This is an optimization exercise on Yosys and OpenROAD, whose aim is small area and a short achievable clock period, not a production implementation.
No run shown here included a check of the RTL's function; only the layout flow was run.

--- design/flow/config.mk ---
export PLATFORM = sky130hd
export DESIGN_NAME = calc
export DESIGN_NICKNAME = calc
export VERILOG_FILES = /design/flow/design.v
export SDC_FILE = /design/flow/constraint.sdc
export NUM_CORES = 4
export LEC_CHECK = 0
export CAP_MARGIN = 20
export CORE_MARGIN = 2
export CORE_UTILIZATION = 40
export SETUP_SLACK_MARGIN = 4
export SLEW_MARGIN = 20
--- design/flow/constraint.sdc ---
create_clock -name core_clock -period 7.5 [get_ports {CLK}]
set_input_delay 1.5000 -clock core_clock [delete_from_list [all_inputs] [get_ports {CLK}]]
set_output_delay 1.5000 -clock core_clock [all_outputs]
set_load 0.01 [all_outputs]
--- design/flow/design.v ---
module calc(out, decimal, CLK, RST, CE, plus, sub, multi, equal);
output [14:0] out;
input  [9:0]  decimal;
input  CLK, RST, CE, plus, sub, multi, equal;
reg [14:0] B, R;
reg [2:0]  cnt;
reg [1:0]  ope;    
reg        P;      
reg [4:0]  E;      
wire [3:0] d = decimal[9] ? 4'd9 : decimal[8] ? 4'd8 : decimal[7] ? 4'd7 :
               decimal[6] ? 4'd6 : decimal[5] ? 4'd5 : decimal[4] ? 4'd4 :
               decimal[3] ? 4'd3 : decimal[2] ? 4'd2 : decimal[1] ? 4'd1 : 4'd0;
wire digit = (decimal != 10'd0) && (cnt != 3'd7);
wire oper  = plus | sub | multi;
wire o_as = (ope == 2'd1) | (ope == 2'd2);
wire o_mul = (ope == 2'd3);
wire x4 = (d == 4'd3) | (d == 4'd4) | (d == 4'd5);
wire x8 = (d >= 4'd6);
wire y1 = (d == 4'd1) | (d == 4'd3) | (d == 4'd5) | (d == 4'd7) | (d == 4'd9);
wire y2 = (d == 4'd2) | (d == 4'd6);
wire yn = (d == 4'd3) | (d == 4'd6) | (d == 4'd7);
wire [4:0] K = (ope == 2'd1) ? 5'd9 + {1'b0, d} :
               (ope == 2'd2) ? 5'd9 - {1'b0, d} : {1'b0, d};
wire [4:0] Enext = o_mul ? {x8, x4, y2, y1, yn} : K;
wire m   = P & o_mul;
wire as  = P & o_as;
wire [14:0] B2 = {B[13:0], 1'b0};
wire [14:0] B4 = {B[12:0], 2'b0};
wire [14:0] B8 = {B[11:0], 3'b0};
wire [14:0] X = as ? {~B[11:0], 3'b000} :
                ((m & E[4]) ? B8 : 15'd0) | ((m & E[3]) ? B4 : 15'd0);
wire [14:0] Yp = ((m & E[1]) ? B : 15'd0) | ((m & E[2]) ? B2 : 15'd0);
wire [14:0] Y = as ? ~B : ((m & E[0]) ? ~Yp : Yp);
wire [4:0]  Z = !P ? 5'd0 : o_mul ? {4'd0, E[0]} : E;
wire [14:0] W = P ? {R[11:0], 3'b000} : R;
wire [14:0] V = P ? {R[13:0], 1'b0} : 15'd0;
wire [14:0] Reff = W + V + X + Y + {10'd0, Z};
always @(posedge CLK)
    E <= Enext;
always @(posedge CLK or negedge RST)
    if (!RST) begin
        B <= 0; R <= 0; cnt <= 0; ope <= 0; P <= 0;
    end else begin
        P <= digit;
        if (digit) begin
            R <= Reff;
            cnt <= cnt + 3'd1;
        end else if (oper) begin
            B <= Reff;
            ope <= plus ? 2'd1 : sub ? 2'd2 : 2'd3;
            R <= (plus | sub) ? Reff : 15'd0;
            cnt <= 0;
        end else if (equal) begin
            if (ope != 2'd0) B <= Reff;
            ope <= 0;
            R <= 0;
            cnt <= 0;
        end else if (CE) begin
            R <= o_as ? B : 15'd0;
            cnt <= 0;
        end else
            R <= Reff;
    end
assign out = B;
endmodule
--- design/flow/run.sh ---
#!/bin/bash
# synth_recipe.tcl (not shown) runs the flow's synth.tcl, then flattens the netlist and writes it again
# the make line also repeats each setting of config.mk as NAME=value (left out here)
make -C /OpenROAD-flow-scripts/flow DESIGN_CONFIG=/design/flow/config.mk WORK_HOME=/design/flow/orfs CLKGATE_MAP_FILE= SYNTH_SCRIPT=/design/flow/synth_recipe.tcl finish
==> summary.txt, run 1 <==
The initial antenna violation count is 0. For the final routed database, the setup TNS stands at 0 ps. The number of hold-repair buffers added at the cts stage came out at 0.

The critical-path maximum fanout came out at 5. The worst min-delay path endpoint is cnt[0]. The number of buffers between clock root and the deepest sink is 2. For this run, the total global-route usage over all layers was measured as around a fifth.

STA classifies the critical path startpoint as a register. The area of the multi-input gates is ~0.0032 mm^2. The worst hold path cell count came out at 1.

The number of synthesis warnings is 1. The count of cell types in the netlist came out at 50. By area the synthesized netlist is led by sky130_fd_sc_hd__dfrtp_1 21%, sky130_fd_sc_hd__fa_1 15%, sky130_fd_sc_hd__ha_1 9.5%. When the netlist entered floorplanning its net count stood at 570. Summing the sequential cell areas from Yosys gives a little under a quarter of the chip area. The post-placement cell count came out at between 600 and 700.

The placer's final routability congestion estimate is between 0.8 and 0.9. The number of synthesized register bits is between 40 and 50.

The worst register-to-register path begins at ope[0]. The fraction of layout cells with a size suffix above 1 is about 22%. Setup violations remaining at the end of the flow were counted as 0. The HPWL after detailed placement came out at a little under 8000 um.

Clock-pin slew was measured on the worst setup and hold paths at 90 ps. The fraction of registers with async set or reset after synthesis is between 80 and 90%. The portion of netlist area occupied by mux cells is roughly 1.8%. The count of nets after finishing came out at between 600 and 700. The worst slack at placement is between 1500 and 2000 ps.

The number of endpoints with negative hold slack in the final report came to 0. The worst-case clock skew is 15.6 ps. After synthesis, the largest family of logic cells by area is compound AO/OA/AOI/OAI gates.

The tree is rooted in a sky130_fd_sc_hd__clkbuf_8. The share of the synthesized area in compound gates (AO/OA/AOI/OAI) came out at 27.3%. For the worst-skew pair, the clock arrives at the later sink with an insertion delay of 300 ps. Setup repair after global routing could not meet its margin everywhere. Registers take 0.00100 mm^2. The biggest area contributor in the post-synthesis netlist is sky130_fd_sc_hd__dfrtp_1.

After layout, the worst path uses around 64% of the clock period. The post-route non-filler standard cell count is around 670. The number of iterations in the first detailed-routing pass is 6. The register-to-register setup slack is 2720 ps.

The total wirelength of the detailed-routed design is 11700 um. The number of cell rows came out at 37. The placeable core region came out at around 0.010 mm^2. The cell depth of the worst flop-to-flop path came out at 22. The number of flops mapped to enable cells by yosys came out at 0. In the layout the commonest cells are 51 x sky130_fd_sc_hd__nand2_1, 38 x sky130_fd_sc_hd__o21ai_0, 35 x sky130_fd_sc_hd__dfrtp_1. The upper clock frequency limit is around 0.21 GHz. The worst setup path is captured at a register. The number of buffers added on ports came out at 31. The global-route congestion overflow total came out at 0.

The simple-gate share of the synthesized area came out at between 10% and 20%. The final hold slack is 490 ps. The worst path setup slack after routing is about 2700 ps. The number of global-route vias before repair is 3705. The chip height is 106 um. The number of clock sinks seen by CTS came out at roughly 40. In this run the most critical hold path is launched from cnt[0]. After detailed routing, the number of vias per cell comes to ~5.8. The final routed DRC violation total came out at 0. 32 I/O pins were placed. The die covers approximately 0.011 mm^2. Of the total synthesized cell area, the portion taken by XOR and XNOR cells is 3.66%.

The maximum level of the CTS H-tree is 2. The remaining antenna violation count after routing came out at 0. The vias after detailed routing came out at between 3k and 4k.

The library cell used most frequently in the layout, excluding fill and tap cells, is sky130_fd_sc_hd__nand2_1. The path type of the worst min-delay path is reg2reg. The top-area cell type share of the netlist area is 21.4%. The synthesized area came out at approximately 0.0042 mm^2.

The pin count of the biggest net entering global routing came out at 37. The total count of max-transition violations in the final report came to 0.

Relative to the synthesized area, the layout overhead comes to 25.2%. The clock tree from TritonCTS is done.

The first-pass GRT wire length is about 19000 um. The worst register-to-register path ends at R[13]. The initial standard-cell utilization of the core is 40.9%. The top flip-flop cell by instance count after synthesis is sky130_fd_sc_hd__dfrtp_1. The final critical delay including setup and external delays is 4780 ps. The violation count after the first detailed-routing iteration is 178.

The run finished with no timing, DRC or antenna violations. The horizontal die dimension came out at 106 um. A synthesized cell averages 8.57 um^2.

The transition at the pin with the smallest max-transition slack is between 800 and 900 ps. STA puts the critical path data required time at between 7000 and 8000 ps. The layout has between 1k and 1.5k filler cells. The headroom to the max-slew limit came out at a little over two fifths. The post-synthesis share of cell area spent on full adders, half adders and majority gates came out at between 20 and 25%. The cell count after synthesis is a little under 500. Buffers inserted during clock tree synthesis total 5.

The data arrival time of the critical path is between 4000 and 5000 ps. The final antenna diode count came out at 0. The average wire per cell in the routed design came out at roughly 18 um.

The number of max-cap violations came out at 0. The path type of the worst setup path is reg2reg.
## cell usage after synthesis, types with 3 or more instances
library cell / n
sky130_fd_sc_hd__a211oi_1: 14
sky130_fd_sc_hd__a21o_1: 12
sky130_fd_sc_hd__a21oi_1: 38
sky130_fd_sc_hd__a221oi_1: 11
sky130_fd_sc_hd__a22o_1: 9
sky130_fd_sc_hd__a31oi_1: 16
sky130_fd_sc_hd__and2_1: 9
sky130_fd_sc_hd__and3_1: 10
sky130_fd_sc_hd__buf_2: 4
sky130_fd_sc_hd__clkbuf_1: 31
sky130_fd_sc_hd__dfrtp_1: 36
sky130_fd_sc_hd__dfxtp_1: 5
sky130_fd_sc_hd__fa_1: 31
sky130_fd_sc_hd__ha_1: 32
sky130_fd_sc_hd__inv_1: 31
sky130_fd_sc_hd__mux2_2: 5
sky130_fd_sc_hd__nand2_1: 52
sky130_fd_sc_hd__nand4_1: 3
sky130_fd_sc_hd__nor2_1: 25
sky130_fd_sc_hd__nor2b_1: 3
sky130_fd_sc_hd__nor3_1: 3
sky130_fd_sc_hd__o21a_1: 13
sky130_fd_sc_hd__o21ai_0: 46
sky130_fd_sc_hd__o21bai_1: 3
sky130_fd_sc_hd__xnor2_1: 9
sky130_fd_sc_hd__xor2_1: 6
## sequential cells by signal, summed over array words and instances (netlist names)
| name | flops |
|---|---|
| B | 15 |
| P | 1 |
| ope | 2 |
| E | 5 |
| R | 15 |
| cnt | 3 |
## kinds of logic (layout without fill, tap and decap cells)
group	Yosys count	after routing
compound gates	178	178
xor+xnor	16	16
flops	41	41
simple gates	115	117
buf+inv	70	108
mux	7	7
fa+ha+maj	63	63
## worst max-delay path, cell delays in order (launching register included)
cell	delay [ps]
sky130_fd_sc_hd__dfrtp_2	460
sky130_fd_sc_hd__ha_4	200
sky130_fd_sc_hd__buf_4	130
sky130_fd_sc_hd__nand3_1	110
sky130_fd_sc_hd__a21oi_2	70
sky130_fd_sc_hd__buf_4	150
sky130_fd_sc_hd__o21ai_0	160
sky130_fd_sc_hd__o21a_1	170
sky130_fd_sc_hd__fa_1	430
sky130_fd_sc_hd__fa_1	510
sky130_fd_sc_hd__inv_2	50
sky130_fd_sc_hd__fa_2	570
sky130_fd_sc_hd__inv_2	50
sky130_fd_sc_hd__ha_4	160
sky130_fd_sc_hd__inv_2	60
sky130_fd_sc_hd__fa_2	210
sky130_fd_sc_hd__nor2b_2	50
sky130_fd_sc_hd__o21ai_2	170
sky130_fd_sc_hd__a21oi_2	100
sky130_fd_sc_hd__o21ai_1	140
sky130_fd_sc_hd__a21boi_1	90
sky130_fd_sc_hd__or3_1	380
sky130_fd_sc_hd__a32o_1	250
## through the flow
| stage | utilization (%) | cell area [um^2] |
|---|---|---|
| after floorplan | - | 4260 |
| after global placement | 44.7 | 4600 |
| after detailed placement | 44.7 | 4600 |
| after CTS | 50.3 | 5170 |
| after global routing | 51.2 | 5260 |
| final | 51.2 | 5260 |
## layout make-up
class | instances | area share, %
multi-input cells | 381 | 61.3
flip-flops and latches | 41 | 19.0
repair buffers | 67 | 11.6
well taps | 136 | 3.23
inverters | 33 | 2.62
clock buffers | 7 | 1.64
clock inverters | 1 | 0.571
## what timing repair did
| item | 4_1_cts | 5_1_grt |
|---|---|---|
| setup buffers | 27 | 3 |
| gates resized for setup | 67 | 17 |
| setup endpoints to repair | 30 | 27 |
| cloned | 2 | 0 |
| pin swaps | 38 | 24 |
## metal layers
metal	GRT usage [%]	vias up	routed length, um
li1	-	1813	-
met1	29.6	1892	5260
met5	0	-	0
met3	2.64	25	523
met4	6.12	0	326
met2	35.2	111	5630
## worst max-delay path by stage
stage / startpoint / end / cells past startpoint
floorplan: ope[1] / B[14] / 20
global placement: P / B[14] / 18
detailed placement: P / B[14] / 18
CTS: ope[0] / B[14] / 19
global route: ope[0] / R[13] / 21
finish: ope[0] / R[13] / 22
==> inputs of run 2 (changes only) <==
--- a/design/flow/config.mk
+++ b/design/flow/config.mk
@@ -9,4 +9,3 @@
 export CORE_MARGIN = 2
 export CORE_UTILIZATION = 40
-export SETUP_SLACK_MARGIN = 4
 export SLEW_MARGIN = 20
==> summary.txt, run 2 <==
Status: complete, no violations (unchanged). The leading cell type by number of instances after synthesis is sky130_fd_sc_hd__nand2_1 (unchanged). The transition at the pin with the smallest max-transition slack came out at 835 ps (was 846 ps). The HPWL after detailed placement was 8060 um (was 7890 um). The number of buffers between clock root and the deepest sink is 2 (unchanged). The gate family responsible for the most delay along the worst path was adder cells (unchanged).

The clock tree from TritonCTS is done (unchanged). The worst hold path cell count came out at 1 (unchanged). The largest area contributor in the synthesized netlist is sky130_fd_sc_hd__dfrtp_1 (unchanged). The clock edge transition at the registers on the reported setup and hold paths is 80 ps (was 90 ps). The cell depth of the worst flop-to-flop path came to 20 (was 22). The number of buffers added on ports came out at 31 (unchanged). The cell count after synthesis is 490 (unchanged). The average wire per cell in the routed design is 17.1 um (was 17.6 um).

The data arrival time of the critical path came out at 5950 ps (was 4990 ps). The clock latency on the worst-skew pair is 310 ps (was 300 ps).

The final routed DRC violation total is 0 (unchanged). The number of cell rows is 37 (unchanged). The data required time at the worst endpoint is 7690 ps (was 7700 ps). The global-route congestion overflow total came out at 0 (unchanged). The count of nets after finishing is 580 (was 609). The number of buffers inserted during clock tree synthesis came out at 5 (unchanged). The synthesized area came out at 0.00420 mm^2 (unchanged).

The pin count of the biggest net entering global routing came to 40 (was 37). The overall die area is 0.0113 mm^2 (unchanged). The type of destination of the critical path is a register (unchanged).

The final antenna diode count was 0 (unchanged). The number of inserted filler cells in the final layout came to 1012 (was 1008). Crit path cell chain: ha_1 -> clkinv_1 -> nor3_1 -> buf_4 -> a21oi_1 -> o21ai_0 -> o21a_1 -> fa_1 -> fa_1 -> inv_1 -> fa_1 -> inv_1 -> ha_1 -> a211o_1 -> o211ai_2 -> a21oi_1 -> o21a_1 -> o221ai_1 -> xnor3_1 -> mux2_2 (was ha_4 -> buf_4 -> nand3_1 -> a21oi_2 -> buf_4 -> o21ai_0 -> o21a_1 -> fa_1 -> fa_1 -> inv_2 -> fa_2 -> inv_2 -> ha_4 -> inv_2 -> fa_2 -> nor2b_2 -> o21ai_2 -> a21oi_2 -> o21ai_1 -> a21boi_1 -> or3_1 -> a32o_1). The number of max-cap violations came to 0 (unchanged). The critical-path maximum fanout came to 15 (was 5). The violation count after the first detailed-routing iteration came out at 158 (was 178). The initial standard-cell utilization of the core is 40.9% (unchanged). The final critical delay including setup and external delays was 5760 ps (was 4780 ps). The total I/O pin count is 32 (unchanged). The placeable core region was 0.0103 mm^2 (unchanged).

The launching element type of the critical path is a register (unchanged). The placer's final routability congestion estimate came out at 0.868 (was 0.858). The number of synthesis warnings came out at 1 (unchanged).

The number of flops mapped to enable cells by yosys is 0 (unchanged). The initial antenna violation count is 0 (unchanged). The number of hold-repair buffers added at the cts stage is 0 (unchanged).

The area growth from synthesis to layout came to 11.6% (was 25.2%). The horizontal die dimension came out at 106 um (unchanged). The number of iterations in the first detailed-routing pass came out at 4 (was 6). The first-pass GRT wire length is 17900 um (was 19100 um). The library cell appearing most often on the critical path is sky130_fd_sc_hd__fa_1 (was sky130_fd_sc_hd__inv_2). The top flip-flop cell by instance count after synthesis is sky130_fd_sc_hd__dfrtp_1 (unchanged). The number of clock sinks seen by CTS came out at 41 (unchanged).

The core occupancy in the finished layout came out at 45.6% (was 51.2%). Setup repair after global routing missed its margin: false (was true). The total count of max-transition violations in the final report is 0 (unchanged). The number of buffers and inverters on the critical path is 4 (was 5).

Dominant cells by area after synthesis: sky130_fd_sc_hd__dfrtp_1 21%, sky130_fd_sc_hd__fa_1 15%, sky130_fd_sc_hd__ha_1 9.5% (unchanged). The vias after detailed routing came out at 3645 (was 3841). The number of synthesized register bits came out at 41 (unchanged). The number of endpoints with negative hold slack in the final report came to 0 (unchanged). The worst-case clock skew was 8.60 ps (was 15.6 ps).

The path type of the worst min-delay path is reg2reg (unchanged). The cell at the root of the clock tree is sky130_fd_sc_hd__clkbuf_8 (unchanged). The overall routing resource usage was 20.2% (was 21.4%). The post-synthesis area per instance was 8.57 um^2 (unchanged). The maximum level of the CTS H-tree came out at 2 (unchanged). The headroom to the max-slew limit came out at 44.4% (was 43.6%). Biggest regs: B: 15 flops, R: 15 flops, E: 5 flops (unchanged). The worst stage delay on the critical path is 590 ps (was 570 ps). The number of global-route vias before repair came out at 3558 (was 3705). The cell with the biggest individual delay on the critical path is sky130_fd_sc_hd__fa_1 (was sky130_fd_sc_hd__fa_2). The most common library cell in the layout ignoring fill and taps is sky130_fd_sc_hd__nand2_1 (unchanged). The fraction of registers with async set or reset after synthesis came out at 87.8% (unchanged). The number of vias per cell is 5.72 (was 5.77).

The final total negative setup slack came to 0 ps (unchanged). The number of failing setup endpoints in the final timing report came out at 0 (unchanged). The total wirelength of the detailed-routed design came to 10900 um (was 11700 um). The top-area cell type share of the netlist area came out at 21.4% (unchanged). The sequential fraction of the synthesis area came out at 23.8% (unchanged).

Top post-synthesis cells by count: 52 x sky130_fd_sc_hd__nand2_1, 46 x sky130_fd_sc_hd__o21ai_0, 38 x sky130_fd_sc_hd__a21oi_1, 36 x sky130_fd_sc_hd__dfrtp_1, 32 x sky130_fd_sc_hd__ha_1 (unchanged). The count of instances resized after the clock tree is built came out at 0 (was 67). The count of cell types in the netlist was 50 (unchanged).

The path type of the worst setup path is reg2reg (unchanged). The ratio of final minimum period to clock period is 76.8% (was 63.8%). Commonest non-fill, non-tap cells in the layout: 52 x sky130_fd_sc_hd__nand2_1, 46 x sky130_fd_sc_hd__o21ai_0, 38 x sky130_fd_sc_hd__a21oi_1 (was 51 x sky130_fd_sc_hd__nand2_1, 38 x sky130_fd_sc_hd__o21ai_0, 35 x sky130_fd_sc_hd__dfrtp_1). The chip height is 106 um (unchanged). The post-CTS setup-driven buffer insertion count came out at 0 (was 27). The remaining antenna violation count after routing was 0 (unchanged). The fraction of layout cells with a size suffix above 1 came out at 5.99% (was 22.1%). The upper clock frequency limit came to 0.174 GHz (was 0.209 GHz).

The post-synthesis net count is 570 (unchanged). The cell depth of the worst setup path is 20 (was 22).
==> run 2: cells by family after synthesis <==
group / count (synthesis) / share of synthesized area [%]
buffers and inverters: 70 / 6.55
adder cells (fa/ha/maj): 63 / 24.3
flip-flops: 41 / 23.8
AO/OA/AOI/OAI: 178 / 27.3
XOR/XNOR: 16 / 3.66
AND/OR/NAND/NOR: 115 / 12.6
multiplexers: 7 / 1.82
==> run 2: worst paths after layout <==
kind	from	to	slack [ps]
hold reg to reg	cnt[0]	cnt[0]	500
setup reg to reg	ope[1]	B[14]	1740
hold / removal	cnt[0]	cnt[0]	500
min in group asynchronous	RST	B[9]	1290
setup / recovery	ope[1]	B[14]	1740
max in group asynchronous	RST	P	5680
==> run 2: through the flow <==
step / cells / instance area [um^2] / hold slack, ps / worst slack (ps)
global route: 637 / 4690 / 536 / 1290
global placement: 629 / 4600 / 475 / 1840
finish: 637 / 4690 / 497 / 1740
detailed placement: 629 / 4600 / 496 / 1740
CTS: 637 / 4690 / 507 / 1730
floorplan: 490 / 4200 / 455 / 2110
==> run 2: per-layer routing <==
metal | vias up | global-route usage (%) | share of wire [%]
met1 | 1743 | 26.2 | 44
met2 | 129 | 33.2 | 47
met4 | 0 | 6.96 | 2.8
li1 | 1747 | - | -
met3 | 26 | 4.48 | 6.2
met5 | - | 0 | 0
==> run 2: layout make-up <==
type / instances / area, um^2 / area share [%]
clock buffer: 7 / 86.3 / 1.84
clock inverter: 1 / 7.51 / 0.160
inverter: 33 / 124 / 2.64
multi-input combinational: 379 / 2930 / 62.4
sequential: 41 / 1000 / 21.3
tap: 136 / 170 / 3.63
timing repair buffer: 40 / 373 / 7.95

-- separate check: timing with driven ports --
The results above use ideal ports. As a check the final layouts listed here were re-extracted and re-timed, cells and wires unchanged.
Step 1 (the two cells are an assumption about what drives the block):
set clk [get_ports {CLK}]
set_driving_cell -lib_cell sky130_fd_sc_hd__clkbuf_16 $clk
set_driving_cell -lib_cell sky130_fd_sc_hd__buf_2 [delete_from_list [all_inputs] $clk]
Step 2 also shifts input and output timing later by t, the mid clock arrival at the registers, as if the neighbouring blocks saw the same clock.
a / b / c = ideal / step 1 / step 2; a / b = the first two.
| run | t, ns | setup slack, ns | clock arrival spread, ns | worst data-port slew with drivers (ns) | pins driven straight from the clock port |
|---|---|---|---|---|---|
| run 1 | 0.330 | 2.717 / 2.717 / 2.717 | 0.015 / 0.015 | 0.03 | 1 |
| run 2 | 0.333 | 1.742 / 1.742 / 1.742 | 0.009 / 0.009 | 0.04 | 1 |
After both steps setup and hold are still met in every run listed.
